This is an optimization exercise on Yosys and OpenROAD, whose aim is small area, a short achievable clock period and few clock cycles per item, not a production implementation.
Only simulation tests tie the RTL to the original design; equivalence was not proved.
Power figures rest on the tool's default switching activity, not on a simulated workload.

## wip/maple
Design mini_gpu, start of the top module:
module mini_gpu #(
    parameter PIXEL_WIDTH           = 8,
    parameter ADDR_WIDTH            = 18,
    parameter FILTER_WIDTH          = 2,
    parameter ARRAY_WIDTH           = 4,
    parameter ZP_IMAGE_WIDTH        = 34,
    parameter ZP_IMAGE_HEIGHT       = 34
)(
    input                      i_clk,
    input                      i_nrst,
    input   [PIXEL_WIDTH-1:0]  i_mem_pixel,
    output  [ADDR_WIDTH-1 :0]  o_mem_addr,
    input                      i_start_pulse,
    input   [FILTER_WIDTH-1:0] i_filter_type,
    output                     o_finish_pulse,
    output                     o_filtered_wstb,
    output  [ADDR_WIDTH-1 :0]  o_filtered_addr,
    output  [PIXEL_WIDTH-1:0]  o_filtered_pixel
);
Size: roughly 200 flip-flops, ~59 I/O pins, ~0.0081 sq mm of cells after synthesis.
Settings: LEC_CHECK=0, CAP_MARGIN=20, CORE_MARGIN=2, CORE_UTILIZATION=50, SLEW_MARGIN=20; clock period 20.0 ns.
standard.sh (not shown) runs the stock make flow with config.mk's settings and CLKGATE_MAP_FILE= SYNTH_SCRIPT=/design/flow/synth_recipe.tcl, a recipe that flattens the netlist after the stock synthesis.
==> flow/flow/run.sh <==
#!/bin/bash
# Standard layout, with plain buffers on the ports, a lighter clock tree, and
# stronger cells on the output paths (flow/pre_dpl.tcl, before detailed
# placement).
set -euo pipefail
bash standard.sh \
  "BUFFER_PORTS_ARGS=-buffer_cell sky130_fd_sc_hd__buf_1" \
  "CTS_ARGS=-sink_clustering_enable -repair_clock_nets -dont_use_dummy_load -buf_list sky130_fd_sc_hd__clkbuf_8 -sink_clustering_size 16 -sink_clustering_max_diameter 150" \
  "PRE_DETAIL_PLACE_TCL=$PWD/flow/pre_dpl.tcl" \
  finish > standard.log 2>&1
==> flow/flow/pre_dpl.tcl <==
# Before detailed placement: give the output ports stronger port buffers and
# stronger flip-flops to drive them (same cells, higher drive strength).
set up {
  sky130_fd_sc_hd__buf_1   sky130_fd_sc_hd__buf_2
  sky130_fd_sc_hd__dfxtp_1 sky130_fd_sc_hd__dfxtp_2
  sky130_fd_sc_hd__dfrtp_1 sky130_fd_sc_hd__dfrtp_2
}
proc driver_of {net} {
  foreach pin [get_pins -quiet -of_objects $net] {
    if {[get_property $pin direction] == "output"} { return [get_cells -of_objects $pin] }
  }
  return ""
}
set n 0
foreach port [get_ports *] {
  if {[get_property $port direction] != "output"} continue
  set buf [driver_of [get_nets [get_full_name $port]]]
  if {$buf == ""} continue
  set ref [get_property $buf ref_name]
  if {![dict exists $up $ref]} continue
  replace_cell [get_full_name $buf] [dict get $up $ref]
  incr n
  set ff [driver_of [get_nets -of_objects [get_pins [get_full_name $buf]/A]]]
  if {$ff == ""} continue
  set fref [get_property $ff ref_name]
  if {[dict exists $up $fref]} {
    replace_cell [get_full_name $ff] [dict get $up $fref]
    incr n
  }
}
puts "pre_dpl: resized $n cells"
Testbench counts of wip/maple, summed over its fixed seeds: cycles 35,664, frames 24.
Input-level comparison between wip/nickel and wip/maple:
Settings: changing CORE_UTILIZATION from 50 to 65.
==> flow/flow/run.sh <==
#!/bin/bash
# Standard layout, with plain buffers on the ports and a lighter clock tree.
set -euo pipefail
bash standard.sh \
  "BUFFER_PORTS_ARGS=-buffer_cell sky130_fd_sc_hd__buf_1" \
  "CTS_ARGS=-sink_clustering_enable -repair_clock_nets -dont_use_dummy_load -buf_list sky130_fd_sc_hd__clkbuf_8 -sink_clustering_size 16 -sink_clustering_max_diameter 150" \
  finish > standard.log 2>&1
removed: flow/flow/pre_dpl.tcl
- wip/nickel: done, clean on timing, DRC and antenna
- Of wip/nickel and wip/maple, wip/nickel shows the lower die area, with wip/maple above it.
- Biggest cell delay along the critical path sits higher in wip/nickel than in wip/maple.
- [compare] base=wip/maple new=wip/nickel: largest voltage drop on the vdd net now smaller; post-layout total power -about 1%; post-detailed-routing wire length moved down; worst path arrival time moved up; worst setup slack after layout fell by 0.026 ns.
- Area inside the core boundary: wip/nickel vs wip/maple down 24%
Inputs modified between wip/nickel and wip/willow:
Settings: changing CORE_UTILIZATION from 65 to 50.
==> flow/flow/run.sh <==
#!/bin/bash
# Standard layout, with plain buffers on the ports and a lighter clock tree.
set -euo pipefail
bash standard.sh \
  "BUFFER_PORTS_ARGS=-buffer_cell sky130_fd_sc_hd__buf_1" \
  "CTS_ARGS=-sink_clustering_enable -repair_clock_nets -dont_use_dummy_load -buf_list sky130_fd_sc_hd__clkbuf_16 -sink_clustering_size 24 -sink_clustering_max_diameter 150" \
  finish > standard.log 2>&1
### Flow results
wip/nickel ended with every stage complete and zero timing, DRC or antenna violations. Per the final summary, wip/willow finished and its layout is clean on timing, DRC and antenna. NOTE: worst-margin pin slew in wip/willow falls short of that of wip/nickel. For stage delay of the slowest cell on the critical path, wip/nickel and wip/willow come out practically identical. Sort wip/willow and wip/nickel by routed wire length desc -> top: wip/willow. Cell area after layout delta (wip/willow − wip/nickel): unfavourable. On global-route wire length before repair, wip/nickel beats wip/willow. Area growth from synthesis to layout (wip/willow over wip/nickel): increase, 1.7 points. wip/willow against wip/nickel: post-route clock period utilization saw little to no change; multi-input gate share of total cell area lower; post-place instance area grew by 60 sq um; mean number of vias per cell now smaller. For the via count of the first global-routing pass, wip/willow came in about 3% lower than wip/nickel did.

afterwards: timing with drivers on the ports:
How much do the figures lean on ideal ports? The routed layouts below were timed once more, with nothing changed but the port constraints.
Step 1 (the two cells are an assumption about what drives the block):
set clk [get_ports {i_clk}]
set_driving_cell -lib_cell sky130_fd_sc_hd__clkbuf_16 $clk
set_driving_cell -lib_cell sky130_fd_sc_hd__buf_2 [delete_from_list [all_inputs] $clk]
Step 2 also shifts input and output timing later by t, the mid clock arrival at the registers, as if the neighbouring blocks saw the same clock.
Slacks: no drivers / after step 1 / after step 2; pairs: no drivers / after step 1.
| run | t, ns | setup slack, ns | worst register clock-pin slew, ns | worst data-port slew with drivers (ns) | pins driven straight from the clock port |
|---|---|---|---|---|---|
| wip/maple | 0.526 | 14.891 / 14.852 / 15.308 | 0.11 / 0.11 | 0.04 | 1 |
| wip/nickel | 0.494 | 14.865 / 14.828 / 15.310 | 0.10 / 0.10 | 0.04 | 1 |
| wip/willow | 0.490 | 14.880 / 14.836 / 15.294 | 0.10 / 0.10 | 0.04 | 1 |
After both steps every run listed still meets setup and hold.
